This is an optimization exercise on Yosys and OpenROAD, whose aim is small area, a short achievable clock period and few clock cycles, not a production implementation. The RTL was checked by simulation tests, not by an equivalence proof against the original design. Power figures rest on the tool's default switching activity, not on a simulated workload.

==> flow/run.sh <==
#!/bin/bash
set -euo pipefail
bash standard.sh SETUP_SLACK_MARGIN=6.3 "BUFFER_PORTS_ARGS=-buffer_cell sky130_fd_sc_hd__buf_4" finish > standard.log 2>&1
==> standard.sh <==
#!/bin/bash
# synth_recipe.tcl (not shown) runs the flow's synth.tcl, then flattens the netlist and writes it again
# the make line also repeats each setting of config.mk as NAME=value (left out here)
make -C /OpenROAD-flow-scripts/flow DESIGN_CONFIG=/design/flow/config.mk WORK_HOME=/design/flow/orfs CLKGATE_MAP_FILE= SYNTH_SCRIPT=/design/flow/synth_recipe.tcl "${@:-finish}"
==> config.mk <==
export PLATFORM = sky130hd
export DESIGN_NAME = matriscarpici
export DESIGN_NICKNAME = matriscarpici
export VERILOG_FILES = /design/flow/design.v
export SDC_FILE = /design/flow/constraint.sdc
export NUM_CORES = 4
export LEC_CHECK = 0
export CAP_MARGIN = 20
export CORE_MARGIN = 2
export CORE_UTILIZATION = 55
export CTS_CLUSTER_DIAMETER = 150
export CTS_CLUSTER_SIZE = 24
export PLACE_DENSITY = 0.7
export SLEW_MARGIN = 20
==> constraint.sdc <==
create_clock -name core_clock -period 9.0 [get_ports {clk}]
set_input_delay 1.8000 -clock core_clock [delete_from_list [all_inputs] [get_ports {clk}]]
set_output_delay 1.8000 -clock core_clock [all_outputs]
set_load 0.01 [all_outputs]
==> design.v <==
`timescale 1ns / 1ps
module matriscarpici #(parameter M=8)(
    input clk,
    input rst,
    input [M-1:0] matris_veri,
    input matris_gecerli,
    output reg [2*M+1:0] carpim_veri,
    output reg carpim_gecerli
    );
    localparam [17:0] BASLA = 18'd88064;    
    reg [7:0]   a_zincir [7:0];    
    reg [4:0]   sayac;             
    reg [3:0]   b_one, b_two, b_neg;    
    reg         p_a, p_v, p_k0, p_k3, p_j1;      
    reg         c_v, c_ilk, c_k3, c_son;          
    reg         t1, t2, yukle;
    reg [17:0]  s0a, s0b, s1a, s1b;        
    reg [17:0]  r0a, r1a, r1b;
    wire al   = matris_gecerli && !sayac[4];
    wire [9:0] bb = {1'b0, matris_veri, 1'b0};
    wire [3:0] e_one, e_two, e_neg;
    genvar g;
    generate for (g = 0; g < 4; g = g + 1) begin : enc
        assign e_one[g] = bb[2*g+1] ^ bb[2*g];
        assign e_two[g] = (bb[2*g+2] & ~bb[2*g+1] & ~bb[2*g]) | (~bb[2*g+2] & bb[2*g+1] & bb[2*g]);
        assign e_neg[g] = bb[2*g+2];
    end endgenerate
    wire [7:0] geri;
    assign geri[0] = b_one[0];
    assign geri[1] = b_neg[0];
    assign geri[2] = b_one[1] ^ b_neg[0];
    assign geri[3] = b_neg[1];
    assign geri[4] = b_one[2] ^ b_neg[1];
    assign geri[5] = b_neg[2];
    assign geri[6] = b_one[3] ^ b_neg[2];
    assign geri[7] = b_neg[3];
    wire [3:0] nn = {4{p_v}} & ~b_neg;
    wire       b7 = p_v & b_neg[3];
    wire [17:0] t0a, t0b, t1a, t1b;
    matriscarpici_pp u0 (.a(a_zincir[0]), .one(b_one), .two(b_two), .neg(b_neg), .nn(nn),
                         .b7(b7), .ra(t0a), .rb(t0b));
    matriscarpici_pp u1 (.a(a_zincir[4]), .one(b_one), .two(b_two), .neg(b_neg), .nn(nn),
                         .b7(b7), .ra(t1a), .rb(t1b));
    wire [17:0] mac0, mac1;
    matriscarpici_add3 w0 (.x(r0a), .y(s0a), .z(s0b), .s(mac0));
    matriscarpici_add3 w1 (.x(r1a), .y(s1a), .z(s1b), .s(mac1));
    wire kaydir = p_a || (p_v && p_j1);
    integer i;
    always @(posedge clk) begin
        if (kaydir) begin
            for (i = 0; i < 7; i = i + 1) a_zincir[i] <= a_zincir[i+1];
            a_zincir[7] <= geri;
        end
        s0a <= t0a; s0b <= t0b; s1a <= t1a; s1b <= t1b;
        if (c_v || t1 || t2) carpim_veri <= mac0;
        if (c_v) r1b <= mac1;
        if (c_son || t1)
            r0a <= r1b;
        else if (c_v && !c_ilk)
            r0a <= carpim_veri;
        else if (c_v || yukle)
            r0a <= BASLA;
        if (c_v && !c_ilk)
            r1a <= r1b;
        else if (c_v || yukle)
            r1a <= BASLA;
        b_one <= al ? e_one : 4'd0;
        b_two <= al ? e_two : 4'd0;
        b_neg <= al ? e_neg : 4'd0;
        if (rst) begin
            sayac <= 5'd0;
            p_a <= 1'b0; p_v <= 1'b0; p_k0 <= 1'b0; p_k3 <= 1'b0; p_j1 <= 1'b0;
            c_v <= 1'b0; c_ilk <= 1'b0; c_k3 <= 1'b0; c_son <= 1'b0;
            t1 <= 1'b0; t2 <= 1'b0; yukle <= 1'b0;
            carpim_gecerli <= 1'b0;
        end else begin
            p_a  <= al && !sayac[3];
            p_v  <= al && sayac[3];
            p_k0 <= sayac[2:1] == 2'd0;
            p_k3 <= sayac[2:1] == 2'd3;
            p_j1 <= sayac[0];
            c_v   <= p_v;
            c_ilk <= p_v && p_k0 && !p_j1;
            c_k3  <= p_v && p_k3;
            c_son <= p_v && p_k3 && p_j1;
            t1 <= (sayac == 5'd17);
            t2 <= (sayac == 5'd18);
            yukle <= (sayac[4:3] == 2'd0);
            carpim_gecerli <= c_k3 || t1 || t2;
            if (sayac == 5'd19)
                sayac <= 5'd0;
            else if (sayac[4] || al)
                sayac <= sayac + 5'd1;
        end
    end
endmodule
module matriscarpici_pp (
    input  [7:0] a,
    input  [3:0] one, two, neg, nn,
    input        b7,
    output [17:0] ra,
    output [17:0] rb
);
    wire x0_0 = ((one[0] & a[0])) ^ neg[0];
    wire x0_1 = ((one[0] & a[1]) | (two[0] & a[0])) ^ neg[0];
    wire x0_2 = ((one[0] & a[2]) | (two[0] & a[1])) ^ neg[0];
    wire x0_3 = ((one[0] & a[3]) | (two[0] & a[2])) ^ neg[0];
    wire x0_4 = ((one[0] & a[4]) | (two[0] & a[3])) ^ neg[0];
    wire x0_5 = ((one[0] & a[5]) | (two[0] & a[4])) ^ neg[0];
    wire x0_6 = ((one[0] & a[6]) | (two[0] & a[5])) ^ neg[0];
    wire x0_7 = ((one[0] & a[7]) | (two[0] & a[6])) ^ neg[0];
    wire x0_8 = ((two[0] & a[7])) ^ neg[0];
    wire x1_0 = ((one[1] & a[0])) ^ neg[1];
    wire x1_1 = ((one[1] & a[1]) | (two[1] & a[0])) ^ neg[1];
    wire x1_2 = ((one[1] & a[2]) | (two[1] & a[1])) ^ neg[1];
    wire x1_3 = ((one[1] & a[3]) | (two[1] & a[2])) ^ neg[1];
    wire x1_4 = ((one[1] & a[4]) | (two[1] & a[3])) ^ neg[1];
    wire x1_5 = ((one[1] & a[5]) | (two[1] & a[4])) ^ neg[1];
    wire x1_6 = ((one[1] & a[6]) | (two[1] & a[5])) ^ neg[1];
    wire x1_7 = ((one[1] & a[7]) | (two[1] & a[6])) ^ neg[1];
    wire x1_8 = ((two[1] & a[7])) ^ neg[1];
    wire x2_0 = ((one[2] & a[0])) ^ neg[2];
    wire x2_1 = ((one[2] & a[1]) | (two[2] & a[0])) ^ neg[2];
    wire x2_2 = ((one[2] & a[2]) | (two[2] & a[1])) ^ neg[2];
    wire x2_3 = ((one[2] & a[3]) | (two[2] & a[2])) ^ neg[2];
    wire x2_4 = ((one[2] & a[4]) | (two[2] & a[3])) ^ neg[2];
    wire x2_5 = ((one[2] & a[5]) | (two[2] & a[4])) ^ neg[2];
    wire x2_6 = ((one[2] & a[6]) | (two[2] & a[5])) ^ neg[2];
    wire x2_7 = ((one[2] & a[7]) | (two[2] & a[6])) ^ neg[2];
    wire x2_8 = ((two[2] & a[7])) ^ neg[2];
    wire x3_0 = ((one[3] & a[0])) ^ neg[3];
    wire x3_1 = ((one[3] & a[1]) | (two[3] & a[0])) ^ neg[3];
    wire x3_2 = ((one[3] & a[2]) | (two[3] & a[1])) ^ neg[3];
    wire x3_3 = ((one[3] & a[3]) | (two[3] & a[2])) ^ neg[3];
    wire x3_4 = ((one[3] & a[4]) | (two[3] & a[3])) ^ neg[3];
    wire x3_5 = ((one[3] & a[5]) | (two[3] & a[4])) ^ neg[3];
    wire x3_6 = ((one[3] & a[6]) | (two[3] & a[5])) ^ neg[3];
    wire x3_7 = ((one[3] & a[7]) | (two[3] & a[6])) ^ neg[3];
    wire x3_8 = ((two[3] & a[7])) ^ neg[3];
    wire y_0 = b7 & a[0];
    wire y_1 = b7 & a[1];
    wire y_2 = b7 & a[2];
    wire y_3 = b7 & a[3];
    wire y_4 = b7 & a[4];
    wire y_5 = b7 & a[5];
    wire y_6 = b7 & a[6];
    wire y_7 = b7 & a[7];
    wire t1 = neg[3] ^ x0_6;
    wire t2 = neg[3] & x0_6;
    wire t3 = x0_7 ^ x1_5;
    wire t4 = x0_7 & x1_5;
    wire t5 = y_0 ^ x0_8 ^ x1_6;
    wire t6 = (y_0 & x0_8) | (y_0 & x1_6) | (x0_8 & x1_6);
    wire t7 = nn[0] ^ y_1 ^ x1_7;
    wire t8 = (nn[0] & y_1) | (nn[0] & x1_7) | (y_1 & x1_7);
    wire t9 = y_2 ^ x1_8;
    wire t10 = y_2 & x1_8;
    wire t11 = nn[1] ^ y_3;
    wire t12 = nn[1] & y_3;
    wire t13 = neg[2] ^ x0_4;
    wire t14 = neg[2] & x0_4;
    wire t15 = x0_5 ^ x1_3;
    wire t16 = x0_5 & x1_3;
    wire t17 = x1_4 ^ x2_2 ^ x3_0;
    wire t18 = (x1_4 & x2_2) | (x1_4 & x3_0) | (x2_2 & x3_0);
    wire t19 = x2_3 ^ x3_1 ^ t2;
    wire t20 = (x2_3 & x3_1) | (x2_3 & t2) | (x3_1 & t2);
    wire t21 = x2_4 ^ x3_2 ^ t4;
    wire t22 = (x2_4 & x3_2) | (x2_4 & t4) | (x3_2 & t4);
    wire t23 = x2_5 ^ x3_3 ^ t6;
    wire t24 = (x2_5 & x3_3) | (x2_5 & t6) | (x3_3 & t6);
    wire t25 = x2_6 ^ x3_4 ^ t9;
    wire t26 = (x2_6 & x3_4) | (x2_6 & t9) | (x3_4 & t9);
    wire t27 = x2_7 ^ x3_5 ^ t11;
    wire t28 = (x2_7 & x3_5) | (x2_7 & t11) | (x3_5 & t11);
    wire t29 = y_4 ^ t12 ^ x2_8;
    wire t30 = (y_4 & t12) | (y_4 & x2_8) | (t12 & x2_8);
    wire t31 = nn[2] ^ y_5;
    wire t32 = nn[2] & y_5;
    wire t33 = neg[1] ^ x0_2;
    wire t34 = neg[1] & x0_2;
    wire t35 = x0_3 ^ x1_1;
    wire t36 = x0_3 & x1_1;
    wire t37 = x1_2 ^ x2_0 ^ t13;
    wire t38 = (x1_2 & x2_0) | (x1_2 & t13) | (x2_0 & t13);
    wire t39 = x2_1 ^ t14 ^ t15;
    wire t40 = (x2_1 & t14) | (x2_1 & t15) | (t14 & t15);
    wire t41 = t16 ^ t1 ^ t17;
    wire t42 = (t16 & t1) | (t16 & t17) | (t1 & t17);
    wire t43 = t3 ^ t18 ^ t19;
    wire t44 = (t3 & t18) | (t3 & t19) | (t18 & t19);
    wire t45 = t5 ^ t20 ^ t21;
    wire t46 = (t5 & t20) | (t5 & t21) | (t20 & t21);
    wire t47 = t7 ^ t22 ^ t23;
    wire t48 = (t7 & t22) | (t7 & t23) | (t22 & t23);
    wire t49 = t8 ^ t25 ^ t24;
    wire t50 = (t8 & t25) | (t8 & t24) | (t25 & t24);
    wire t51 = t10 ^ t27 ^ t26;
    wire t52 = (t10 & t27) | (t10 & t26) | (t27 & t26);
    wire t53 = x3_6 ^ t28 ^ t29;
    wire t54 = (x3_6 & t28) | (x3_6 & t29) | (t28 & t29);
    wire t55 = x3_7 ^ t31 ^ t30;
    wire t56 = (x3_7 & t31) | (x3_7 & t30) | (t31 & t30);
    wire t57 = y_6 ^ t32 ^ x3_8;
    wire t58 = (y_6 & t32) | (y_6 & x3_8) | (t32 & x3_8);
    wire t59 = nn[3] ^ y_7;
    wire t60 = nn[3] & y_7;
    assign ra = {1'b0, t60, t58, t56, t54, t52, t50, t48, t46, t44, t42, t40, t38, t36, t34, t33, x0_1, neg[0]};
    assign rb = {1'b0, 1'b0, t59, t57, t55, t53, t51, t49, t47, t45, t43, t41, t39, t37, t35, x1_0, 1'b0, x0_0};
endmodule
module matriscarpici_add3 (
    input  [17:0] x, y, z,
    output [17:0] s
);
    wire [17:0] u = x ^ y ^ z;
    wire [17:0] v = (x & y) | (x & z) | (y & z);
    assign s = u + {v[16:0], 1'b0};
endmodule
==> impl_results.md, run 1 <==
* Status: timing/DRC/antenna clean
* Area of the core at 20400 sq um
* Unrepaired setup endpoints after global routing: yes
* Largest stage delay, worst path at roughly 500 ps
* Diodes inserted at 0
* Root Buffer: clkbuf_16
* Buf+Inv Stages, Crit Path at 1
* Post-synth ARST share at 0%
* Placed wire-length estimate at 15500 um
* Max-slew violations at 0
* Comb power frac at a little over a third
* Delay-heaviest family, CP: flip-flops
* Syn Inst Count at 889
* Pwr/cell area at between 200 and 250 nW/um^2
* Area of all sequential standard cells at roughly 6000 sq um
* Remaining Overflow, GRT at 0
* Slack of the critical path at 6070 ps
* Synth top area cells: edfxtp_1 36%, dfxtp_1 16%, fa_1 13%
* Worst slew margin at 34.2%
* Max Clock Freq at about 340 MHz
* Die W at around 150 um
* Sw frac at 33.1%
* Total Nets Final at 1056
* Most numerous cell in the Yosys netlist: edfxtp_1
* Synth cell types at 50
* Total power at about 3.0 mW
* Worst Hold Class: reg2reg
* Post-synth top cells: 136 x edfxtp_1, 93 x dfxtp_1, 72 x fa_1, 69 x xnor2_1, 59 x ha_1
* Synth warn at 3
* Clk Latency, worst-skew pair at 480 ps
* Sequential area share after synthesis at 51.9%
* Die height at 148 um
* Synth top area share at between 30% and 40%
* Tot GR Track Use at 20.9%
* WL per Instance at between 15 and 20 um
* Area leader, netlist: edfxtp_1
* Critical Path RT at a little over 7000 ps
* Setup crit end kind: output port
* Dpl ws at 6040 ps
* Leakage at just over 5 nW
* Tmin final at 2930 ps
* Largest net degree at the start of global routing at 56
* Flop pwr share at a little over two fifths
* First-pass GRT wire length at 36400 um
* Io pins at 30
* Initial DRC Count at 579
* Critical Path AT at roughly 1100 ps
* Layout Area Growth over Synthesis at 11.3%
* Via count at 6668
* Longest Clk Path Bufs at 3
* Clock Power Share at 20.1%
* Die area at 22000 sq um
* CP cell instances: buf_6
* Multi-input gate area at 5350 sq um
* Syn Nets at between 1000 and 1500
* Period utilization at 32.6%
* Via/cell ratio at 5.60
* VDD IR max at 0.124 mV
* CTS tree: yes
* Sw Pwr at 999 uW
* Synth Register Bits at 229
* Final TNS setup at 0 ps
* Antenna Nets Post-Route at 0
* GP Congestion at 0.889
* Total iterations of the first detailed-routing run at 5
* CTS Buf Count at 13
* Main flop type after synthesis: edfxtp_1
* Setup CP Type: reg2out
* Worst Skew at 28.0 ps
* Clk pin slew, worst setup/hold paths at roughly 100 ps
* Final setup viols at 0
* Clk sinks at between 200 and 250
* Share of cells above drive strength 1 at between 10% and 20%
* Fill cell count at 1584
* Max Cap Viol at 0
* Routed WL at 22300 um
* P_int at 2.02 mW
* Syn avg cell area at 12.9 sq um
* Worst setup SP type: register
* DR DRC count at 0
* Rows at 52
* Synthesized cell area at 11500 sq um
* Initial antenna violation count at 0
* H-tree depth at 1
* PortBufs at 29
* Worst slew pin tran at 987 ps
* Post-Route Utilization at 62.6%
* Post-synth EDFFs at 136
* Initial Util at a little under three fifths
* CP max-delay cell: edfxtp_1
* Final hold vios at 0
* Vias in the first global route at 6929
* Worst Path Max Fanout at 2
path summary, 6_finish.rpt:
check | depth (start not counted) | from | slack (ps) | end
max | 1 | carpim_veri[12] | 6070 | carpim_veri[12]
min | 0 | a_zincir[2][1] | 420 | a_zincir[1][1]
max reg2reg | 8 | r1a[10] | 6310 | r1b[16]
min reg2reg | 0 | a_zincir[2][1] | 420 | a_zincir[1][1]
placed cells by master, fill, tap and decap left out, drive strengths merged, types with 35 or more instances in the layout:
master    n
fa       72
xnor2    69
nand2    35
edfxtp  136
inv      50
xor2     42
ha       59
buf      63
a22oi    56
dfxtp    93
worst reg2reg max path, cell delays in order (launching register included):
cell	delay (ps)
edfxtp_1	440
fa_1	510
ha_2	320
a21oi_4	230
nand2_1	100
a21oi_2	210
o41ai_4	130
a311o_2	380
xor2_1	140
per-layer routing:
layer  wire (um)  share of wire [%]  vias to the layer above  GRT usage (%)
met5           0                  0                        -              0
met1       10200                 46                     3311           30.1
li1            -                  -                     3150              -
met2       10600                 48                      174           34.3
met3        1130                5.1                       33           2.24
met4         386                1.7                        0           5.57
layout make-up:
| cell class | count | area share, % |
|---|---|---|
| tap | 270 | 2.65 |
| inverter | 50 | 1.47 |
| multi-input combinational | 557 | 42.0 |
| clock buffer | 20 | 2.76 |
| clock inverter | 1 | 0.128 |
| timing repair buffer | 63 | 4.33 |
| sequential | 229 | 46.7 |
state kept, by name, indices dropped and copies added, names as in the netlist, 5 cells and up:
register	cells
a_zincir	64
carpim_veri	18
r0a	18
r1a	18
r1b	18
s0a	16
s0b	15
s1a	17
s1b	15
sayac	5
power by group through the flow:
stage | clock network [mW] | registers [mW] | logic, mW
floorplan | 0 | 1.32 | 0.768
global placement | 0 | 1.34 | 0.917
detailed placement | 0 | 1.34 | 0.947
CTS | 0.624 | 1.32 | 1.01
global route | 0.658 | 1.33 | 1.23
finish | 0.607 | 1.32 | 1.09
cells by family after synthesis:
group / share of synthesized area (%)
flops: 51.9
compound gates: 10.2
simple gates: 6.96
fa+ha+maj: 19.0
xor+xnor: 8.48
buf+inv: 3.39
mux: 0.0874
metrics by stage:
step / instances / hold slack [ps] / instance area (sq um)
after floorplan: 889 / 359 / 11500
after global placement: 1142 / 400 / 11900
after detailed placement: 1142 / 405 / 11900
after CTS: 1178 / 421 / 12500
after global routing: 1190 / 417 / 12800
final: 1190 / 415 / 12800
timing repair:
item                                    in CTS  in global routing
cloned                                       0                  0
gates resized for setup                     43                 30
setup buffers                               15                 12
endpoints found under the setup margin      33                 36
endpoints found under the hold margin        0                  0
hold buffers                                 0                  0
pin swaps                                    8                 13
Testbench counts, summed over its fixed seeds: cycles 10,248.
==> inputs of run 2 (changes only) <==
==> flow/run.sh (replaced) <==
#!/bin/bash
set -euo pipefail
bash standard.sh SETUP_SLACK_MARGIN=5.8 "BUFFER_PORTS_ARGS=-buffer_cell sky130_fd_sc_hd__buf_4" finish > standard.log 2>&1
--- a/config.mk
+++ b/config.mk
@@ -9,6 +9,6 @@
 export CORE_MARGIN = 2
-export CORE_UTILIZATION = 55
+export CORE_UTILIZATION = 40
 export CTS_CLUSTER_DIAMETER = 150
 export CTS_CLUSTER_SIZE = 24
-export PLACE_DENSITY = 0.7
+export PLACE_DENSITY = 0.6
 export SLEW_MARGIN = 20
==> impl_results.md, run 2 <==
* Max reg flops at 64 (unchanged)
* DR DRC count at 0 (unchanged)
* GP Congestion at 0.878 (was 0.889)
* Commonest non-fill, non-tap cell in the layout: edfxtp_1 (unchanged)
* Worst slew pin tran at 943 ps (was 987 ps)
* Initial Util at 40.9% (was 56.3%)
* Clk sinks at 229 (unchanged)
* Synth Register Bits at 229 (unchanged)
* Status: timing/DRC/antenna clean (unchanged)
* Post_cts resized at 0 (was 43)
* Syn Nets at 1031 (unchanged)
* Synth top area share at 35.6% (unchanged)
* Dpl ws at 5920 ps (was 6040 ps)
* Die W at 173 um (was 148 um)
* Max-slew violations at 0 (unchanged)
* Die area at 30000 sq um (was 22000 sq um)
* Area of all sequential standard cells at 5950 sq um (about the same)
* # hold bufs at CTS at 0 (unchanged)
* Routed WL at 22200 um (was 22300 um)
* Synth warn at 3 (unchanged)
* Pwr/cell area at 235 nW/um^2 (was 237 nW/um^2)
* Reg with most FFs: a_zincir (unchanged)
* Syn avg cell area at 12.9 sq um (unchanged)
* Final TNS setup at 0 ps (unchanged)
* Critical Path RT at 9250 ps (was 7200 ps)
* Setup CP Type: reg2reg (was reg2out)
* Worst setup SP type: register (unchanged)
* Diodes inserted at 0 (unchanged)
* Synth top area cells: edfxtp_1 36%, dfxtp_1 16%, fa_1 13% (unchanged)
* Antenna Nets Post-Route at 0 (unchanged)
* Placed wire-length estimate at 16000 um (was 15500 um)
* Syn Inst Count at 889 (unchanged)
* Post-CTS setup buffers at 0 (was 15)
* Critical Path AT at 3160 ps (was 1130 ps)
* First-pass GRT wire length at 36000 um (was 36400 um)
* Main flop type after synthesis: edfxtp_1 (unchanged)
* Layout Area Growth over Synthesis at 8.00% (was 11.3%)
* Most numerous cell in the Yosys netlist: edfxtp_1 (unchanged)
* Total Nets Final at 1028 (was 1056)
* Post-synth top cells: 136 x edfxtp_1, 93 x dfxtp_1, 72 x fa_1, 69 x xnor2_1, 59 x ha_1 (unchanged)
* Period utilization at 32.4% (was 32.6%)
* Clk pin slew, worst setup/hold paths at 100 ps (about the same)
* Worst Skew at 18.3 ps (was 28.0 ps)
* Tot GR Track Use at 15.0% (was 20.9%)
* Post-synth EDFFs at 136 (unchanged)
* Worst Hold Class: reg2reg (unchanged)
* Io pins at 30 (unchanged)
* H-tree depth at 1 (unchanged)
* Final setup viols at 0 (unchanged)
* CTS tree: yes (unchanged)
* Slack of the critical path at 6090 ps (was 6070 ps)
* Final hold vios at 0 (unchanged)
* Root Buffer: clkbuf_16 (unchanged)
* Setup crit end kind: register (was output port)
* Tmin final at 2910 ps (was 2930 ps)
* Initial DRC Count at 418 (was 579)
* Area of the core at 28000 sq um (was 20400 sq um)
* Post-synth ARST share at 0% (unchanged)
* Synth cell types at 50 (unchanged)
* Worst Path Max Fanout at 4 (was 2)
* Via count at 6419 (was 6668)
* Initial antenna violation count at 0 (unchanged)
* Sequential area share after synthesis at 51.9% (unchanged)
* Vias in the first global route at 6503 (was 6929)
* CTS Buf Count at 13 (unchanged)
* Via/cell ratio at 5.05 (was 5.60)
* Total iterations of the first detailed-routing run at 6 (was 5)
* Rows at 61 (was 52)
* PortBufs at 29 (unchanged)
* VDD IR max at 0.105 mV (was 0.124 mV)
* Max Clock Freq at 343 MHz (was 341 MHz)
* Fill cell count at 2585 (was 1584)
* Longest Clk Path Bufs at 3 (unchanged)
* Share of cells above drive strength 1 at 7.61% (was 14.5%)
* Unrepaired setup endpoints after global routing: no (was yes)
* Largest net degree at the start of global routing at 65 (was 56)
* Clk Latency, worst-skew pair at 490 ps (was 480 ps)
* Max Cap Viol at 0 (unchanged)
* Area leader, netlist: edfxtp_1 (unchanged)
* Worst slew margin at 37.2% (was 34.2%)
* Remaining Overflow, GRT at 0 (unchanged)
* Die height at 173 um (was 148 um)
* Leakage at 4.84 nW (was 5.03 nW)
* Synthesized cell area at 11500 sq um (unchanged)
* Multi-input gate area at 5130 sq um (was 5350 sq um)
* Most frequent cells in the layout: 136 x edfxtp_1, 93 x dfxtp_1, 72 x fa_1 (was 136 x edfxtp_1, 86 x dfxtp_1, 69 x xnor2_1)
* WL per Instance at 17.5 um (was 18.7 um)
[run 2: path summary, 6_finish.rpt]
| check | startpoint | endpoint | slack (ps) | depth (start not counted) |
|---|---|---|---|---|
| max | s1a[0] | r1b[15] | 6090 | 12 |
| min | a_zincir[6][2] | a_zincir[5][2] | 410 | 0 |
| max reg2reg | s1a[0] | r1b[15] | 6090 | 12 |
| min reg2reg | a_zincir[6][2] | a_zincir[5][2] | 410 | 0 |
[run 2: report_power, final]
part	internal (mW)	leakage [nW]	switching, mW	total (mW)
sequential	1.26	2.04	0.0708	1.33
clock	0.278	0.180	0.334	0.612
combinational	0.424	2.62	0.540	0.964
total	1.96	4.84	0.944	2.90
[run 2: routing by layer]
metal	vias to the layer above	part of all wire (%)	global-route usage [%]
met5	-	0	0
met4	0	1.3	2.86
met3	23	3.8	2.02
met2	125	44	23.1
met1	3185	51	22.7
li1	3086	-	-
[run 2: final cells by class]
cell class,instances,area share (%)
Clock buffer,20,2.84
Tap cell,378,3.82
Inverter,50,1.52
Multi-Input combinational cell,557,41.5
Timing Repair Buffer,35,2.12
Clock inverter,2,0.202
Sequential cell,229,48.0
[run 2: per-stage QoR]
stage / instances / hold slack (ps) / instance area (sq um) / power [mW] / utilization (%)
6_report: 1271 / 409 / 12400 / 2.90 / 44.2
5_1_grt: 1271 / 411 / 12400 / 3.10 / 44.2
4_1_cts: 1271 / 412 / 12400 / 2.92 / 44.2
3_5_place_dp: 1249 / 405 / 12000 / 2.31 / 42.8
3_3_place_gp: 1249 / 400 / 12000 / 2.29 / 42.8
2_1_floorplan: 889 / 359 / 11500 / 2.08 / -
[run 2: cell families after synthesis]
logic type                 after synthesis  share of synthesized area (%)
DFF                                    229                           51.9
AOI/OAI and AO/OA                      163                           10.2
and+or+nand+nor                        151                           6.96
adders and majority gates              131                           19.0
xor gates and xnor gates               111                           8.48
buffers and inverters                  103                           3.39
muxes                                    1                         0.0874
[run 2: critical path: stages (launching register included)]
cell	delay [ps]
dfxtp_1	320
inv_1	70
fa_1	420
inv_1	60
ha_1	180
inv_1	70
fa_1	460
nand2b_1	180
a21oi_2	220
a21oi_2	140
o21ai_1	280
nand4_1	130
o311a_1	140
==> inputs of run 3 (changes only) <==
==> flow/run.sh (replaced) <==
#!/bin/bash
set -euo pipefail
bash standard.sh SETUP_SLACK_MARGIN=6.15 "BUFFER_PORTS_ARGS=-buffer_cell sky130_fd_sc_hd__buf_4" finish > standard.log 2>&1
--- a/config.mk
+++ b/config.mk
@@ -11,3 +11,3 @@
 export CTS_CLUSTER_DIAMETER = 150
-export CTS_CLUSTER_SIZE = 24
+export CTS_CLUSTER_SIZE = 30
 export PLACE_DENSITY = 0.6
==> impl_results.md, run 3 <==
* Synth Register Bits at 229 (unchanged)
* Rows at 61 (unchanged)
* Final hold vios at 0 (unchanged)
* Initial DRC Count at 471 (was 418)
* Fill cell count at 2577 (was 2585)
* Max-slew violations at 0 (unchanged)
* Synth top area share at 35.6% (unchanged)
* Area of the core at 28000 sq um (unchanged)
* Synth top area cells: edfxtp_1 36%, dfxtp_1 16%, fa_1 13% (unchanged)
* Largest stage delay, worst path at 450 ps (was 460 ps)
* Critical Path RT at 7200 ps (was 9250 ps)
* Post-synth EDFFs at 136 (unchanged)
* Setup crit end kind: output port (was register)
* Final TNS setup at 0 ps (unchanged)
* Area leader, netlist: edfxtp_1 (unchanged)
* Post-synthesis mux area share at 0.0874% (unchanged)
* Most frequent cells in the layout: 136 x edfxtp_1, 89 x dfxtp_1, 72 x fa_1 (was 136 x edfxtp_1, 93 x dfxtp_1, 72 x fa_1)
* Finished Cell Area at 12600 sq um (was 12400 sq um)
* # hold bufs at CTS at 0 (unchanged)
* Longest Clk Path Bufs at 3 (unchanged)
* Largest net degree at the start of global routing at 65 (unchanged)
* Simple-gate share of the synthesized area at 6.96% (unchanged)
* Worst slew pin tran at 946 ps (was 943 ps)
* Root Buffer: clkbuf_16 (unchanged)
* Syn Nets at 1031 (unchanged)
* Buf+Inv Stages, Crit Path at 1 (was 3)
* Worst slew margin at 36.9% (was 37.2%)
* Synthesized cell area at 11500 sq um (unchanged)
* Placed cell areas at 12000 sq um (unchanged)
* Clk sinks at 229 (unchanged)
* Post-Synth Adder-Cell Area at 19.0% (unchanged)
* Initial Util at 40.9% (unchanged)
* Routed WL at 22400 um (was 22200 um)
* PortBufs at 29 (unchanged)
* Syn avg cell area at 12.9 sq um (unchanged)
* Total Nets Final at 1051 (was 1028)
* CP max-delay cell: edfxtp_1 (was fa_1)
* Antenna Nets Post-Route at 0 (unchanged)
* Max Cap Viol at 0 (unchanged)
* VDD IR max at 0.118 mV (was 0.105 mV)
* DP Cell Count at 1249 (unchanged)
* Clk pin slew, worst setup/hold paths at 110 ps (was 100 ps)
* Post-synth top cells: 136 x edfxtp_1, 93 x dfxtp_1, 72 x fa_1, 69 x xnor2_1, 59 x ha_1 (unchanged)
* Critical Path AT at 1070 ps (was 3160 ps)
* Die W at 173 um (unchanged)
* Share of cells above drive strength 1 at 11.4% (was 7.61%)
* Worst Hold Class: reg2reg (unchanged)
* Reg2reg end: r1b[15] (unchanged)
* Worst hold endpoint: a_zincir[5][2] (unchanged)
* Worst Skew at 30.3 ps (was 18.3 ps)
* Post-route insts no fill at 1291 (was 1271)
* Status: timing/DRC/antenna clean (unchanged)
* H-tree depth at 1 (unchanged)
* Leakage at 4.97 nW (was 4.84 nW)
* Largest family of logic cells by synthesized area: adder cells (unchanged)
* Synth warn at 3 (unchanged)
* Diodes inserted at 0 (unchanged)
* WL per Instance at 17.3 um (was 17.5 um)
* FF-to-FF Start: s1a[0] (unchanged)
* Xor/xnor share of the synthesized area at 8.48% (unchanged)
* Post-Route Utilization at 45.0% (was 44.2%)
* Initial antenna violation count at 0 (unchanged)
* Reg with most FFs: a_zincir (unchanged)
* CTS tree: yes (unchanged)
* Via count at 6511 (was 6419)
* Die area at 30000 sq um (unchanged)
* Delay-heaviest family, CP: flip-flops (was adder cells)
* Tmin final at 2870 ps (was 2910 ps)
* CTS Buf Count at 11 (was 13)
* R2R depth at 12 (unchanged)
* Commonest non-fill, non-tap cell in the layout: edfxtp_1 (unchanged)
* Final setup viols at 0 (unchanged)
* Reg2Reg Setup Slack at 6180 ps (was 6090 ps)
* Via/cell ratio at 5.04 (was 5.05)
* Tot GR Track Use at 15.1% (was 15.0%)
* CP cell instances: buf_6 (was inv_1 > fa_1 > inv_1 > ha_1 > inv_1 > fa_1 > nand2b_1 > a21oi_2 > a21oi_2 > o21ai_1 > nand4_1 > o311a_1)
* Io pins at 30 (unchanged)
* Unrepaired setup endpoints after global routing: yes (was no)
* Worst Path Max Fanout at 2 (was 4)
* Total iterations of the first detailed-routing run at 5 (was 6)
* DR DRC count at 0 (unchanged)
* Worst setup SP type: register (unchanged)
* Synth Area in Compound Gates at 10.2% (unchanged)
* Setup CP Type: reg2out (was reg2reg)
* Sequential area share after synthesis at 51.9% (unchanged)
* HP Start: a_zincir[6][2] (unchanged)
* Layout Area Growth over Synthesis at 10.1% (was 8.00%)
* Max Clock Freq at 348 MHz (was 343 MHz)
* Syn Inst Count at 889 (unchanged)
* Vias in the first global route at 6529 (was 6503)
* Hold Worst Slack at 409 ps (about the same)
* First-pass GRT wire length at 36200 um (was 36000 um)
* Max reg flops at 64 (unchanged)
* Post-synth ARST share at 0% (unchanged)
* Clk Latency, worst-skew pair at 490 ps (about the same)
* Placed wire-length estimate at 16000 um (unchanged)
* Period utilization at 31.9% (was 32.4%)
* WP depth at 1 (was 12)
* Remaining Overflow, GRT at 0 (unchanged)
* Most numerous cell in the Yosys netlist: edfxtp_1 (unchanged)
* Die height at 173 um (unchanged)
* Pwr/cell area at 229 nW/um^2 (was 235 nW/um^2)
* Synth cell types at 50 (unchanged)
* GP Congestion at 0.878 (unchanged)
* Main flop type after synthesis: edfxtp_1 (unchanged)
* Worst Hold Depth at 0 (unchanged)
==> run 3: cell counts after synthesis <==
No cell type changed its count.
==> run 3: cells by family after synthesis <==
group,after synthesis
compound gates,163
xor+xnor,111
fa+ha+maj,131
buf+inv,103
flops,229
mux,1
simple gates,151
==> run 3: how the worst max path moves through the flow <==
stage	start	endpoint
final	carpim_veri[2]	carpim_veri[2]
after floorplan	s1a[0]	r1b[15]
after detailed placement	s1a[0]	r1b[15]
after CTS	r1a[2]	r1b[16]
after global placement	s1a[0]	r1b[15]
after global routing	s1a[0]	r1b[15]
==> run 3: report_power, final <==
group,leakage (nW),switching [mW],internal (mW),total (mW)
sequential,2.04,0.0704,1.26,1.33
combinational,2.78,0.560,0.441,1.00
clock,0.148,0.322,0.235,0.556
==> run 3: area by class of cell <==
class,count,area (sq um),area share (%)
Timing Repair Buffer,60,495,3.93
Sequential cell,229,5950,47.2
Inverter,50,188,1.49
Multi-Input combinational cell,557,5200,41.2
Tap cell,378,473,3.75
Clock buffer,16,294,2.33
Clock inverter,1,16.3,0.129
==> run 3: per-layer routing <==
| metal | part of all wire [%] | GRT usage [%] | routed length [um] |
|---|---|---|---|
| met4 | 1.3 | 3.11 | 299 |
| met2 | 44 | 23.3 | 9830 |
| met3 | 4.0 | 1.64 | 894 |
| met1 | 51 | 23.0 | 11300 |
| met5 | 0 | 0 | 0 |
==> run 3: metrics by stage <==
step / total power, mW / worst slack, ps
2_1_floorplan: 2.08 / 6200
3_3_place_gp: 2.29 / 6000
3_5_place_dp: 2.31 / 5920
4_1_cts: 2.86 / 6110
5_1_grt: 3.08 / 6070
6_report: 2.88 / 6130
==> run 3: what timing repair did <==
action | CTS | global route
pin swaps | 0 | 6
setup endpoints to repair | 23 | 30
gates resized for setup | 6 | 26
setup buffers | 18 | 7
==> inputs of run 4 (changes only) <==
==> flow/run.sh (replaced) <==
#!/bin/bash
set -euo pipefail
bash standard.sh SETUP_SLACK_MARGIN=6.0 "BUFFER_PORTS_ARGS=-buffer_cell sky130_fd_sc_hd__buf_2" finish > standard.log 2>&1
==> impl_results.md, run 4 <==
* Syn avg cell area at 12.9 sq um (unchanged)
* Remaining Overflow, GRT at 0 (unchanged)
* Pwr/cell area at 232 nW/um^2 (was 229 nW/um^2)
* Syn Nets at 1031 (unchanged)
* VDD IR max at 0.0981 mV (was 0.118 mV)
* Die area at 30000 sq um (unchanged)
* Synth warn at 3 (unchanged)
* Max-slew violations at 0 (unchanged)
* Reg2reg end: r1b[16] (was r1b[15])
* Largest stage delay, worst path at 460 ps (was 450 ps)
* CTS tree: yes (unchanged)
* Tmin final at 2910 ps (was 2870 ps)
* Unrepaired setup endpoints after global routing: no (was yes)
* GR peak layer: met2 (unchanged)
* Post-CTS setup buffers at 0 (was 18)
* HP Start: a_zincir[1][5] (was a_zincir[6][2])
* Worst hold endpoint: a_zincir[0][5] (was a_zincir[5][2])
* H-tree depth at 1 (unchanged)
* Reg2Reg Setup Slack at 6150 ps (was 6180 ps)
* Max Cap Viol at 0 (unchanged)
* WL per Instance at 17.4 um (was 17.3 um)
* Met1 Resource Use GR at 22.6% (was 23.0%)
* Synth Register Bits at 229 (unchanged)
* Slack of the critical path at 6090 ps (was 6130 ps)
* Vias in the first global route at 6600 (was 6529)
* Initial DRC Count at 407 (was 471)
* Critical Path RT at 7200 ps (about the same)
* DR DRC count at 0 (unchanged)
* Fill cell count at 2608 (was 2577)
* CP max-delay cell: edfxtp_1 (unchanged)
* Io pins at 30 (unchanged)
* Via/cell ratio at 5.03 (was 5.04)
* Largest net degree at the start of global routing at 65 (unchanged)
* Commonest non-fill, non-tap cell in the layout: edfxtp_1 (unchanged)
* Layout Area Growth over Synthesis at 6.77% (was 10.1%)
* Die height at 173 um (unchanged)
* Setup crit end kind: output port (unchanged)
* Root Buffer: clkbuf_16 (unchanged)
* Clk sinks at 229 (unchanged)
* Via count at 6368 (was 6511)
* Routed WL at 22000 um (was 22400 um)
* Post-synth ARST share at 0% (unchanged)
* Die W at 173 um (unchanged)
* Met3 global-route usage at 1.64% (unchanged)
* Sequential area share after synthesis at 51.9% (unchanged)
* Share of cells above drive strength 1 at 7.44% (was 11.4%)
* Worst Hold Class: reg2reg (unchanged)
* Worst Hold Depth at 0 (unchanged)
* Synthesized cell area at 11500 sq um (unchanged)
* Worst setup SP type: register (unchanged)
* Tot GR Track Use at 14.9% (was 15.1%)
* Worst Skew at 22.1 ps (was 30.3 ps)
* Period utilization at 32.3% (was 31.9%)
* GP Congestion at 0.831 (was 0.878)
* Setup CP Type: reg2out (unchanged)
* CTS Buf Count at 11 (unchanged)
* Area leader, netlist: edfxtp_1 (unchanged)
* R2R depth at 8 (was 12)
* Worst Path Max Fanout at 2 (unchanged)
* Most numerous cell in the Yosys netlist: edfxtp_1 (unchanged)
* Post-synth top cells: 136 x edfxtp_1, 93 x dfxtp_1, 72 x fa_1, 69 x xnor2_1, 59 x ha_1 (unchanged)
* Critical Path AT at 1110 ps (was 1070 ps)
* Worst slew margin at 35.2% (was 36.9%)
* Leakage at 4.78 nW (was 4.97 nW)
* Total Nets Final at 1026 (was 1051)
* # hold bufs at CTS at 0 (unchanged)
* Synth top area share at 35.6% (unchanged)
* PortBufs at 29 (unchanged)
* Main flop type after synthesis: edfxtp_1 (unchanged)
* Hold Worst Slack at 412 ps (was 409 ps)
* Area of the core at 28000 sq um (unchanged)
* Placed wire-length estimate at 15900 um (was 16000 um)
* Clk Latency, worst-skew pair at 480 ps (was 490 ps)
* Total iterations of the first detailed-routing run at 5 (unchanged)
* CP cell instances: buf_2 (was buf_6)
* Diodes inserted at 0 (unchanged)
* Final hold vios at 0 (unchanged)
* Dpl ws at 5940 ps (was 5920 ps)
* Final TNS setup at 0 ps (unchanged)
* Synth cell types at 50 (unchanged)
* Buf+Inv Stages, Crit Path at 1 (unchanged)
* Most frequent cells in the layout: 136 x edfxtp_1, 92 x dfxtp_1, 72 x fa_1 (was 136 x edfxtp_1, 89 x dfxtp_1, 72 x fa_1)
* Post-synth EDFFs at 136 (unchanged)
* Delay-heaviest family, CP: flip-flops (unchanged)
* Max reg flops at 64 (unchanged)
* Max Clock Freq at 344 MHz (was 348 MHz)
* Rows at 61 (unchanged)
* First-pass GRT wire length at 35900 um (was 36200 um)
* Final setup viols at 0 (unchanged)
* Clk pin slew, worst setup/hold paths at 120 ps (was 110 ps)
* Antenna Nets Post-Route at 0 (unchanged)
* Longest Clk Path Bufs at 3 (unchanged)
* Initial antenna violation count at 0 (unchanged)
* Met2 Track Usage GR at 23.3% (about the same)
* FF-to-FF Start: r1a[2] (was s1a[0])
* Status: timing/DRC/antenna clean (unchanged)
* Initial Util at 40.9% (unchanged)
* Reg with most FFs: a_zincir (unchanged)
* Synth top area cells: edfxtp_1 36%, dfxtp_1 16%, fa_1 13% (unchanged)
* Worst slew pin tran at 972 ps (was 946 ps)
* Syn Inst Count at 889 (unchanged)
-- run 4: cell counts after synthesis --
Identical to the previous run, type by type.
-- run 4: worst max-delay path by stage --
stage | start | to | slack (ps) | cells after the start
after detailed placement | s1a[0] | r1b[15] | 5940 | 12
after global placement | s1a[0] | r1b[15] | 6000 | 12
after floorplan | s1a[0] | r1b[15] | 6200 | 12
after CTS | s1a[0] | r1b[15] | 6050 | 12
after global routing | s1a[0] | r1b[15] | 6000 | 12
final | carpim_veri[14] | carpim_veri[14] | 6090 | 1
-- run 4: report_power, final --
| part | switching (mW) | total [mW] | internal, mW | leakage (nW) |
|---|---|---|---|---|
| logic | 0.534 | 0.958 | 0.423 | 2.59 |
| registers | 0.0723 | 1.33 | 1.26 | 2.04 |
| clock network | 0.319 | 0.551 | 0.233 | 0.147 |
| total | 0.925 | 2.84 | 1.91 | 4.78 |
-- run 4: per-stage QoR --
stage          instance area (sq um)  utilization (%)  instances  total power, mW
2_1_floorplan                  11500                -        889             2.08
3_3_place_gp                   11900             42.6       1249             2.29
3_5_place_dp                   11900             42.6       1249             2.30
4_1_cts                        12200             43.7       1265             2.85
5_1_grt                        12200             43.7       1265             3.02
6_report                       12200             43.7       1265             2.84
-- run 4: metal layers --
| metal | wire [um] | share of wire [%] | vias to the layer above |
|---|---|---|---|
| met5 | 0 | 0 | - |
| met4 | 215 | 0.98 | 0 |
| met3 | 893 | 4.1 | 15 |
| met2 | 9590 | 44 | 127 |
| met1 | 11300 | 51 | 3139 |
| li1 | - | - | 3087 |
-- run 4: cells by family (layout without fill, tap and decap cells) --
group / count (synthesis) / count (layout) / share of synthesized area, %
and+or+nand+nor: 151 / 151 / 6.96
buffers and inverters: 103 / 101 / 3.39
muxes: 1 / 1 / 0.0874
DFF: 229 / 229 / 51.9
AOI/OAI and AO/OA: 163 / 163 / 10.2
xor gates and xnor gates: 111 / 111 / 8.48
adders and majority gates: 131 / 131 / 19.0
-- run 4: area by class of cell --
| class | instances | area (sq um) | share of cell area [%] |
|---|---|---|---|
| clock buffer | 15 | 290 | 2.37 |
| clock inverter | 1 | 16.3 | 0.133 |
| inverter | 50 | 188 | 1.53 |
| multi-input combinational | 557 | 5130 | 41.9 |
| sequential | 229 | 5950 | 48.6 |
| tap | 378 | 473 | 3.87 |
| timing repair buffer | 35 | 190 | 1.55 |
-- run 4: timing repair --
item,in CTS,in global routing
setup endpoints to repair,1,2
hold endpoints to repair,0,0
resized for setup,1,2
==> inputs of run 5 (changes only) <==
--- a/config.mk
+++ b/config.mk
@@ -11,3 +11,3 @@
 export CTS_CLUSTER_DIAMETER = 150
-export CTS_CLUSTER_SIZE = 30
+export CTS_CLUSTER_SIZE = 26
 export PLACE_DENSITY = 0.6
==> impl_results.md, run 5 <==
* Status: timing/DRC/antenna clean (unchanged)
* Crit path from: carpim_veri[2] (was carpim_veri[14])
* Remaining Overflow, GRT at 0 (unchanged)
* GP Congestion at 0.831 (unchanged)
* Post-synth EDFFs at 136 (unchanged)
* Area of the core at 28000 sq um (unchanged)
* Final TNS setup at 0 ps (unchanged)
* Worst Path Max Fanout at 2 (unchanged)
* Largest stage delay, worst path at 450 ps (was 460 ps)
* Delay-heaviest family, CP: flip-flops (unchanged)
* Clk pin slew, worst setup/hold paths at 110 ps (was 120 ps)
* Clock Power Share at 20.7% (was 19.4%)
* Reg2Reg Setup Slack at 6150 ps (about the same)
* Die height at 173 um (unchanged)
* Max Cap Viol at 0 (unchanged)
* Worst Skew at 27.6 ps (was 22.1 ps)
* Io pins at 30 (unchanged)
* Vias in the first global route at 6641 (was 6600)
* Sequential area share after synthesis at 51.9% (unchanged)
* Synth Register Bits at 229 (unchanged)
* Post-synth top cells: 136 x edfxtp_1, 93 x dfxtp_1, 72 x fa_1, 69 x xnor2_1, 59 x ha_1 (unchanged)
* HP Start: a_zincir[1][5] (unchanged)
* Root Buffer: clkbuf_16 (unchanged)
* Synthesized cell area at 11500 sq um (unchanged)
* Max reg flops at 64 (unchanged)
* Reg with most FFs: a_zincir (unchanged)
* Main flop type after synthesis: edfxtp_1 (unchanged)
* Final setup viols at 0 (unchanged)
* Worst slew margin at 36.2% (was 35.2%)
* Flop pwr share at 46.1% (was 46.8%)
* Critical Path AT at 1100 ps (was 1110 ps)
* Unrepaired setup endpoints after global routing: yes (was no)
* Initial Util at 40.9% (unchanged)
* DR DRC count at 0 (unchanged)
* Layout Area Growth over Synthesis at 7.19% (was 6.77%)
* CTS tree: yes (unchanged)
* Longest Clk Path Bufs at 3 (unchanged)
* Via/cell ratio at 5.05 (was 5.03)
* Synth top area cells: edfxtp_1 36%, dfxtp_1 16%, fa_1 13% (unchanged)
* FF-to-FF Start: r1a[2] (unchanged)
* Antenna Nets Post-Route at 0 (unchanged)
* WL per Instance at 17.5 um (was 17.4 um)
* Post-CTS setup buffers at 0 (unchanged)
* Clk Latency, worst-skew pair at 490 ps (was 480 ps)
* Critical Path RT at 7200 ps (about the same)
* Leakage at 4.80 nW (was 4.78 nW)
* Comb power frac at 33.3% (was 33.7%)
* Period utilization at 32.2% (was 32.3%)
* Die area at 30000 sq um (unchanged)
* Buf+Inv Stages, Crit Path at 1 (unchanged)
* CP max-delay cell: edfxtp_1 (unchanged)
* Worst slew pin tran at 957 ps (was 972 ps)
* Die W at 173 um (unchanged)
* Sw Pwr at 931 uW (was 925 uW)
* Setup CP Type: reg2out (unchanged)
* Tot GR Track Use at 15.0% (was 14.9%)
* P_int at 1.95 mW (was 1.91 mW)
* Most frequent cells in the layout: 136 x edfxtp_1, 92 x dfxtp_1, 72 x fa_1 (unchanged)
* Syn Nets at 1031 (unchanged)
* First-pass GRT wire length at 36000 um (was 35900 um)
* Post-Route Utilization at 43.8% (was 43.7%)
* CTS Buf Count at 12 (was 11)
* Synth warn at 3 (unchanged)
* Diodes inserted at 0 (unchanged)
* Routed WL at 22200 um (was 22000 um)
* Sw frac at 32.3% (was 32.6%)
* Tmin final at 2900 ps (was 2910 ps)
* Syn avg cell area at 12.9 sq um (unchanged)
* Placed wire-length estimate at 15900 um (unchanged)
* Synth top area share at 35.6% (unchanged)
* Max-slew violations at 0 (unchanged)
* Initial DRC Count at 468 (was 407)
* VDD IR max at 0.108 mV (was 0.0981 mV)
* Share of cells above drive strength 1 at 7.63% (was 7.44%)
* Most numerous cell in the Yosys netlist: edfxtp_1 (unchanged)
* Final hold vios at 0 (unchanged)
* Clk sinks at 229 (unchanged)
* Hold Worst Slack at 413 ps (was 412 ps)
* Largest net degree at the start of global routing at 65 (unchanged)
* Via count at 6411 (was 6368)
* Total power at 2.88 mW (was 2.84 mW)
* Setup crit end kind: output port (unchanged)
* Total iterations of the first detailed-routing run at 4 (was 5)
* Rows at 61 (unchanged)
* Total Nets Final at 1027 (was 1026)
* Pwr/cell area at 235 nW/um^2 (was 232 nW/um^2)
* Worst setup SP type: register (unchanged)
* Syn Inst Count at 889 (unchanged)
* CP cell instances: buf_2 (unchanged)
* Commonest non-fill, non-tap cell in the layout: edfxtp_1 (unchanged)
* Worst Hold Class: reg2reg (unchanged)
* Synth cell types at 50 (unchanged)
* Initial antenna violation count at 0 (unchanged)
* Area leader, netlist: edfxtp_1 (unchanged)
* Post-synth ARST share at 0% (unchanged)
* Max Clock Freq at 345 MHz (was 344 MHz)
* H-tree depth at 1 (unchanged)
* PortBufs at 29 (unchanged)
[run 5: final timing paths]
| check | endpoint | cells after the start |
|---|---|---|
| setup / recovery | carpim_veri[2] | 1 |
| hold / removal | a_zincir[0][5] | 0 |
| setup reg to reg | r1b[16] | 8 |
| hold reg to reg | a_zincir[0][5] | 0 |
[run 5: repair_timing]
action                                  4_1_cts  5_1_grt
pin swaps                                     0        0
endpoints found under the setup margin        1        4
gates resized for setup                       1        3
hold buffers                                  0        0
[run 5: cells by family (layout without fill, tap and decap cells)]
logic type | after synthesis | count (layout) | share of synthesized area [%]
AO/OA/AOI/OAI | 163 | 163 | 10.2
XOR/XNOR | 111 | 111 | 8.48
adder cells (fa/ha/maj) | 131 | 131 | 19.0
buffers and inverters | 103 | 105 | 3.39
flip-flops | 229 | 229 | 51.9
multiplexers | 1 | 1 | 0.0874
AND/OR/NAND/NOR | 151 | 151 | 6.96
[run 5: cell type report]
type	count	area, sq um
flip-flops and latches	229	5950
clock buffers	19	348
repair buffers	35	190
well taps	378	473
multi-input cells	557	5130
clock inverters	1	6.26
inverters	50	188
fillers	2600	15700
[run 5: routing by layer]
metal | up-vias | track usage, % | part of all wire, %
li1 | 3088 | - | -
met1 | 3178 | 22.5 | 51
met2 | 129 | 23.3 | 43
met3 | 16 | 2.15 | 4.1
met4 | 0 | 2.93 | 1.0
met5 | - | 0 | 0
[run 5: per-stage QoR]
step / instance area, sq um / cells / setup WS (ps)
floorplan: 11500 / 889 / 6200
global placement: 11900 / 1249 / 6000
detailed placement: 11900 / 1249 / 5940
CTS: 12300 / 1269 / 6030
global route: 12300 / 1269 / 5980
finish: 12300 / 1269 / 6100
[run 5: power by group through the flow]
stage	clock [mW]	sequential, mW	combinational [mW]
6_report	0.596	1.33	0.959
2_1_floorplan	0	1.32	0.767
3_3_place_gp	0	1.35	0.935
5_1_grt	0.653	1.34	1.08
3_5_place_dp	0	1.35	0.949
4_1_cts	0.619	1.33	0.955
==> inputs of run 6 (changes only) <==
==> flow/run.sh (replaced) <==
#!/bin/bash
set -euo pipefail
bash standard.sh SETUP_SLACK_MARGIN=5.9 "BUFFER_PORTS_ARGS=-buffer_cell sky130_fd_sc_hd__buf_2" finish > standard.log 2>&1
--- a/config.mk
+++ b/config.mk
@@ -12,3 +12,3 @@
 export CTS_CLUSTER_SIZE = 26
-export PLACE_DENSITY = 0.6
+export PLACE_DENSITY = 0.65
 export SLEW_MARGIN = 20
==> impl_results.md, run 6 <==
* Comb power frac at 32.9% (was 33.3%)
* Synth top area cells: edfxtp_1 36%, dfxtp_1 16%, fa_1 13% (unchanged)
* Worst Path Max Fanout at 2 (unchanged)
* Largest net degree at the start of global routing at 65 (unchanged)
* Sw frac at 32.2% (was 32.3%)
* HP Start: a_zincir[2][4] (was a_zincir[1][5])
* Max reg flops at 64 (unchanged)
* Die height at 173 um (unchanged)
* Main flop type after synthesis: edfxtp_1 (unchanged)
* WP depth at 1 (unchanged)
* Flop pwr share at 46.2% (was 46.1%)
* Antenna Nets Post-Route at 0 (unchanged)
* Worst Hold Depth at 0 (unchanged)
* GP Congestion at 0.844 (was 0.831)
* Reg2reg end: r1b[16] (unchanged)
* Sw Pwr at 925 uW (was 931 uW)
* Final hold vios at 0 (unchanged)
* Share of cells above drive strength 1 at 7.52% (was 7.63%)
* Reg with most FFs: a_zincir (unchanged)
* DR DRC count at 0 (unchanged)
* Syn Inst Count at 889 (unchanged)
* Clk Latency, worst-skew pair at 490 ps (about the same)
* Io pins at 30 (unchanged)
* Syn avg cell area at 12.9 sq um (unchanged)
* Via count at 6387 (was 6411)
* Synth warn at 3 (unchanged)
* Commonest non-fill, non-tap cell in the layout: edfxtp_1 (unchanged)
* Max Cap Viol at 0 (unchanged)
* Root Buffer: clkbuf_16 (unchanged)
* Synthesized cell area at 11500 sq um (unchanged)
* Post-Synth Adder-Cell Area at 19.0% (unchanged)
* Die area at 30000 sq um (unchanged)
* Max-slew violations at 0 (unchanged)
* Routed WL at 21900 um (was 22200 um)
* Placed wire-length estimate at 15900 um (about the same)
* Post-synth top cells: 136 x edfxtp_1, 93 x dfxtp_1, 72 x fa_1, 69 x xnor2_1, 59 x ha_1 (unchanged)
* Worst hold endpoint: a_zincir[1][4] (was a_zincir[0][5])
* Syn Nets at 1031 (unchanged)
* R2R depth at 8 (unchanged)
* Worst setup SP type: register (unchanged)
* Clock Power Share at 20.8% (was 20.7%)
* Post-synth EDFFs at 136 (unchanged)
* Clk sinks at 229 (unchanged)
* Diodes inserted at 0 (unchanged)
* Sequential area share after synthesis at 51.9% (unchanged)
* Synth Area in Compound Gates at 10.2% (unchanged)
* Buf+Inv Stages, Crit Path at 1 (unchanged)
* Most frequent cells in the layout: 136 x edfxtp_1, 93 x dfxtp_1, 72 x fa_1 (was 136 x edfxtp_1, 92 x dfxtp_1, 72 x fa_1)
* PortBufs at 29 (unchanged)
* Post-synth ARST share at 0% (unchanged)
* Max Clock Freq at 344 MHz (was 345 MHz)
* Dpl ws at 5950 ps (was 5940 ps)
* Clk pin slew, worst setup/hold paths at 100 ps (was 110 ps)
* Tot GR Track Use at 14.7% (was 15.0%)
* Final TNS setup at 0 ps (unchanged)
* Leakage at 4.80 nW (about the same)
* Die W at 173 um (unchanged)
* Simple-gate share of the synthesized area at 6.96% (unchanged)
* CTS tree: yes (unchanged)
* Total Nets Final at 1027 (unchanged)
* Xor/xnor share of the synthesized area at 8.48% (unchanged)
* Area leader, netlist: edfxtp_1 (unchanged)
* CP cell instances: buf_2 (unchanged)
* Synth top area share at 35.6% (unchanged)
* Hold Worst Slack at 413 ps (about the same)
* Synth cell types at 50 (unchanged)
* Initial Util at 40.9% (unchanged)
* Setup crit end kind: output port (unchanged)
* CP max-delay cell: edfxtp_1 (unchanged)
* Via/cell ratio at 5.03 (was 5.05)
* Initial DRC Count at 403 (was 468)
* Most numerous cell in the Yosys netlist: edfxtp_1 (unchanged)
* Worst slew pin tran at 942 ps (was 957 ps)
* Post-synthesis mux area share at 0.0874% (unchanged)
* Rows at 61 (unchanged)
* Delay-heaviest family, CP: flip-flops (unchanged)
* Unrepaired setup endpoints after global routing: no (was yes)
* Worst slew margin at 37.1% (was 36.2%)
* Layout Area Growth over Synthesis at 7.17% (was 7.19%)
* Pwr/cell area at 234 nW/um^2 (was 235 nW/um^2)
* FF-to-FF Start: r1a[2] (unchanged)
* CTS Buf Count at 12 (unchanged)
* Vias in the first global route at 6637 (was 6641)
* Setup CP Type: reg2out (unchanged)
* Largest family of logic cells by synthesized area: adder cells (unchanged)
* Final setup viols at 0 (unchanged)
* Critical Path AT at 1110 ps (was 1100 ps)
* Worst Hold Class: reg2reg (unchanged)
* WL per Instance at 17.2 um (was 17.5 um)
* Reg2Reg Setup Slack at 6120 ps (was 6150 ps)
* Status: timing/DRC/antenna clean (unchanged)
* Longest Clk Path Bufs at 3 (unchanged)
* First-pass GRT wire length at 35700 um (was 36000 um)
* P_int at 1.95 mW (about the same)
* Remaining Overflow, GRT at 0 (unchanged)
* Total iterations of the first detailed-routing run at 5 (was 4)
* H-tree depth at 1 (unchanged)
* Synth Register Bits at 229 (unchanged)
* Slack of the critical path at 6090 ps (was 6100 ps)
* Largest stage delay, worst path at 450 ps (about the same)
* Tmin final at 2910 ps (was 2900 ps)
* VDD IR max at 0.106 mV (was 0.108 mV)
* Worst Skew at 21.9 ps (was 27.6 ps)
* Period utilization at 32.3% (was 32.2%)
* Initial antenna violation count at 0 (unchanged)
* Area of the core at 28000 sq um (unchanged)
* Critical Path RT at 7200 ps (about the same)
==> run 6: per-layer routing <==
metal	routed length, um	track usage, %	up-vias
met2	9800	23.4	119
met4	195	2.61	0
met1	11000	21.9	3160
met3	875	1.91	12
li1	-	-	3096
met5	0	0	-
==> run 6: logic make-up after synthesis <==
group           Yosys count
simple gates            151
compound gates          163
flops                   229
xor+xnor                111
buf+inv                 103
fa+ha+maj               131
mux                       1
==> run 6: per-stage QoR <==
stage	instance area, sq um	instances	util, %	total power [mW]
2_1_floorplan	11500	889	-	2.08
3_3_place_gp	11900	1249	42.6	2.28
3_5_place_dp	11900	1249	42.6	2.30
4_1_cts	12300	1269	43.8	2.90
5_1_grt	12300	1269	43.8	3.07
6_report	12300	1269	43.8	2.88
==> run 6: layout make-up <==
cell class | instances | area, sq um
well taps | 378 | 473
flip-flops and latches | 229 | 5950
fillers | 2550 | 15700
inverters | 50 | 188
multi-input cells | 557 | 5130
clock inverters | 1 | 6.26
clock buffers | 19 | 348
repair buffers | 35 | 190
==> run 6: what timing repair did <==
| item | 4_1_cts | 5_1_grt |
|---|---|---|
| hold buffers | 0 | 0 |
| buffers inserted | 0 | 0 |
| gates resized for setup | 0 | 2 |
| setup endpoints to repair | 0 | 1 |
==> run 6: power groups by stage <==
stage / combinational (mW) / sequential, mW / clock [mW]
final: 0.947 / 1.33 / 0.599
after global routing: 1.08 / 1.34 / 0.654
after CTS: 0.950 / 1.33 / 0.617
after detailed placement: 0.946 / 1.36 / 0
after global placement: 0.923 / 1.35 / 0
after floorplan: 0.767 / 1.32 / 0
==> run 6: worst max path at each step <==
stage,startpoint,endpoint
finish,carpim_veri[7],carpim_veri[7]
global route,r0a[0],carpim_veri[11]
CTS,s1a[0],r1b[15]
detailed placement,s1a[0],r1b[15]
global placement,s1a[0],r1b[15]
floorplan,s1a[0],r1b[15]
==> inputs of run 7 (changes only) <==
==> flow/run.sh (replaced) <==
#!/bin/bash
set -euo pipefail
bash standard.sh SETUP_SLACK_MARGIN=6.0 "BUFFER_PORTS_ARGS=-buffer_cell sky130_fd_sc_hd__buf_4" \
  "CTS_ARGS=-sink_clustering_enable -repair_clock_nets -sink_clustering_size 30 -sink_clustering_max_diameter 150 -num_static_layers 0 -sink_clustering_levels 1 -balance_levels" \
  finish > standard.log 2>&1
--- a/config.mk
+++ b/config.mk
@@ -11,4 +11,4 @@
 export CTS_CLUSTER_DIAMETER = 150
-export CTS_CLUSTER_SIZE = 26
-export PLACE_DENSITY = 0.65
+export CTS_CLUSTER_SIZE = 30
+export PLACE_DENSITY = 0.6
 export SLEW_MARGIN = 20
==> impl_results.md, run 7 <==
* Status: timing/DRC/antenna clean (unchanged)
* Commonest non-fill, non-tap cell in the layout: edfxtp_1 (unchanged)
* CP max-delay cell: edfxtp_1 (unchanged)
* Delay-heaviest family, CP: flip-flops (unchanged)
* Post-synth ARST share at 0% (unchanged)
* Met3 global-route usage at 1.64% (was 1.91%)
* Critical Path RT at 7200 ps (about the same)
* Setup CP Type: reg2out (unchanged)
* Placed wire-length estimate at 16000 um (was 15900 um)
* Initial antenna violation count at 0 (unchanged)
* Met2 Track Usage GR at 23.1% (was 23.4%)
* Final hold vios at 0 (unchanged)
* Io pins at 30 (unchanged)
* Clk sinks at 229 (unchanged)
* Max Cap Viol at 0 (unchanged)
* Via/cell ratio at 5.07 (was 5.03)
* Reg with most FFs: a_zincir (unchanged)
* Initial Util at 40.9% (unchanged)
* Worst Hold Class: reg2reg (unchanged)
* Simple-gate share of the synthesized area at 6.96% (unchanged)
* Total Nets Final at 1026 (was 1027)
* Longest Clk Path Bufs at 3 (unchanged)
* Syn avg cell area at 12.9 sq um (unchanged)
* Area of the core at 28000 sq um (unchanged)
* Setup crit end kind: output port (unchanged)
* Syn Inst Count at 889 (unchanged)
* Synth warn at 3 (unchanged)
* Critical Path AT at 1120 ps (was 1110 ps)
* Worst setup SP type: register (unchanged)
* Via count at 6420 (was 6387)
* Diodes inserted at 0 (unchanged)
* PortBufs at 29 (unchanged)
* Syn Nets at 1031 (unchanged)
* Area leader, netlist: edfxtp_1 (unchanged)
* Most numerous cell in the Yosys netlist: edfxtp_1 (unchanged)
* CTS tree: yes (unchanged)
* Die W at 173 um (unchanged)
* Vias in the first global route at 6447 (was 6637)
* Most frequent cells in the layout: 136 x edfxtp_1, 93 x dfxtp_1, 72 x fa_1 (unchanged)
* Clk pin slew, worst setup/hold paths at 120 ps (was 100 ps)
* Xor/xnor share of the synthesized area at 8.48% (unchanged)
* Synth cell types at 50 (unchanged)
* First-pass GRT wire length at 35900 um (was 35700 um)
* Sequential area share after synthesis at 51.9% (unchanged)
* Initial DRC Count at 372 (was 403)
* Worst slew margin at 36.6% (was 37.1%)
* Post-synth top cells: 136 x edfxtp_1, 93 x dfxtp_1, 72 x fa_1, 69 x xnor2_1, 59 x ha_1 (unchanged)
* VDD IR max at 0.117 mV (was 0.106 mV)
* Met1 Resource Use GR at 22.9% (was 21.9%)
* Leakage at 4.81 nW (was 4.80 nW)
* Die height at 173 um (unchanged)
* H-tree depth at 1 (unchanged)
* CP cell instances: buf_4 (was buf_2)
* Max Clock Freq at 342 MHz (was 344 MHz)
* Routed WL at 22200 um (was 21900 um)
* Post-Synth Adder-Cell Area at 19.0% (unchanged)
* Total iterations of the first detailed-routing run at 5 (unchanged)
* GP Congestion at 0.878 (was 0.844)
* Largest net degree at the start of global routing at 65 (unchanged)
* Largest family of logic cells by synthesized area: adder cells (unchanged)
* GR peak layer: met2 (unchanged)
* Share of cells above drive strength 1 at 7.43% (was 7.52%)
* Period utilization at 32.5% (was 32.3%)
* Post-synthesis mux area share at 0.0874% (unchanged)
* Clk Latency, worst-skew pair at 490 ps (about the same)
* Final setup viols at 0 (unchanged)
* Unrepaired setup endpoints after global routing: no (unchanged)
* Layout Area Growth over Synthesis at 7.52% (was 7.17%)
* Synthesized cell area at 11500 sq um (unchanged)
* Max reg flops at 64 (unchanged)
* Area of all sequential standard cells at 5950 sq um (unchanged)
* Post-synth EDFFs at 136 (unchanged)
* Final TNS setup at 0 ps (unchanged)
* WL per Instance at 17.5 um (was 17.2 um)
* Tmin final at 2920 ps (was 2910 ps)
* Max-slew violations at 0 (unchanged)
* Remaining Overflow, GRT at 0 (unchanged)
* Synth Register Bits at 229 (unchanged)
* Hold Worst Slack at 412 ps (was 413 ps)
* Worst Path Max Fanout at 2 (unchanged)
* Rows at 61 (unchanged)
* DR DRC count at 0 (unchanged)
* Worst Skew at 30.3 ps (was 21.9 ps)
* Worst slew pin tran at 950 ps (was 942 ps)
* Multi-input gate area at 5140 sq um (was 5130 sq um)
* CTS Buf Count at 11 (was 12)
* Root Buffer: clkbuf_16 (unchanged)
* Fill cell count at 2588 (was 2550)
* Synth top area share at 35.6% (unchanged)
* Pwr/cell area at 231 nW/um^2 (was 234 nW/um^2)
* Antenna Nets Post-Route at 0 (unchanged)
* Die area at 30000 sq um (unchanged)
* Largest stage delay, worst path at 460 ps (was 450 ps)
* Main flop type after synthesis: edfxtp_1 (unchanged)
* Tot GR Track Use at 15.0% (was 14.7%)
* Buf+Inv Stages, Crit Path at 1 (unchanged)
* Synth Area in Compound Gates at 10.2% (unchanged)
* Synth top area cells: edfxtp_1 36%, dfxtp_1 16%, fa_1 13% (unchanged)
==> run 7: cell types whose count changed in the layout (fill, tap and decap cells not counted), sizes merged <==
| cell | before | now |
|---|---|---|
| clkbuf | 19 | 16 |
| clkinv | 0 | 1 |
| inv | 51 | 50 |
==> run 7: path summary, 6_finish.rpt <==
check        cells past startpoint       startpoint               to  slack [ps]
max reg2reg                      6         b_two[1]           s0b[9]        6100
min                              0   a_zincir[6][2]   a_zincir[5][2]         410
max                              1  carpim_veri[11]  carpim_veri[11]        6080
min reg2reg                      0   a_zincir[6][2]   a_zincir[5][2]         410
==> run 7: timing repair <==
action                                  CTS  global route
buffers inserted                          0             0
hold endpoints to repair                  0             0
endpoints found under the setup margin    1             3
hold buffers                              0             0
resized for setup                         1             3
==> run 7: cell type report <==
class,count,share of cell area [%]
Clock buffer,16,2.39
Sequential cell,229,48.3
Inverter,50,1.52
Tap cell,378,3.84
Multi-Input combinational cell,557,41.7
Clock inverter,1,0.132
Timing Repair Buffer,35,2.13
==> run 7: logic make-up after synthesis <==
group | count (synthesis)
simple gates | 151
compound gates | 163
fa+ha+maj | 131
buf+inv | 103
mux | 1
xor+xnor | 111
flops | 229
==> run 7: power breakdown <==
part / internal (mW) / switching [mW]
clock: 0.235 / 0.322
sequential: 1.26 / 0.0698
combinational: 0.425 / 0.543
total: 1.92 / 0.935
==> run 7: layer usage <==
| metal | share of wire [%] | up-vias |
|---|---|---|
| met5 | 0 | - |
| met4 | 1.4 | 0 |
| met3 | 3.7 | 21 |
| met2 | 44 | 131 |
| met1 | 51 | 3190 |
| li1 | - | 3078 |
==> run 7: metrics by stage <==
stage	instances	setup slack [ps]	utilization [%]	area (sq um)	power [mW]
finish	1266	6080	44.0	12300	2.85
CTS	1266	6010	43.9	12300	2.86
global placement	1249	6000	42.8	12000	2.29
detailed placement	1249	5920	42.8	12000	2.31
global route	1266	6010	44.0	12300	3.05
floorplan	889	6200	-	11500	2.08

## afterwards: timing with drivers on the ports
How much do the figures lean on ideal ports? The routed layouts below were timed once more, with nothing changed but the port constraints.
Step 1 sets driving cells, clkbuf_16 on the clock port and buf_2 on the other inputs (assumed; they add their load-dependent delay and slew).
Step 2 times the ports against the registers' clock, not the clock port: input delays grow and output delays shrink by t, the midpoint of the rising clock arrivals with the driver on.
Slacks: ideal / step 1 / step 2; pairs: ideal / step 1.
| run | shift t [ns] | slack for setup (ns) | latest minus earliest clock arrival (ns) |
|---|---|---|---|
| run 1 | 0.508 | 6.068 / 6.024 / 6.305 | 0.029 / 0.028 |
| run 2 | 0.526 | 6.086 / 6.046 / 6.086 | 0.020 / 0.019 |
| run 3 | 0.516 | 6.127 / 6.082 / 6.183 | 0.034 / 0.033 |
| run 4 | 0.518 | 6.094 / 6.045 / 6.150 | 0.025 / 0.025 |
| run 5 | 0.522 | 6.098 / 6.049 / 6.148 | 0.027 / 0.028 |
| run 6 | 0.526 | 6.094 / 6.045 / 6.118 | 0.026 / 0.025 |
| run 7 | 0.517 | 6.079 / 6.034 / 6.103 | 0.034 / 0.034 |
After both steps setup and hold are still met in every run listed.
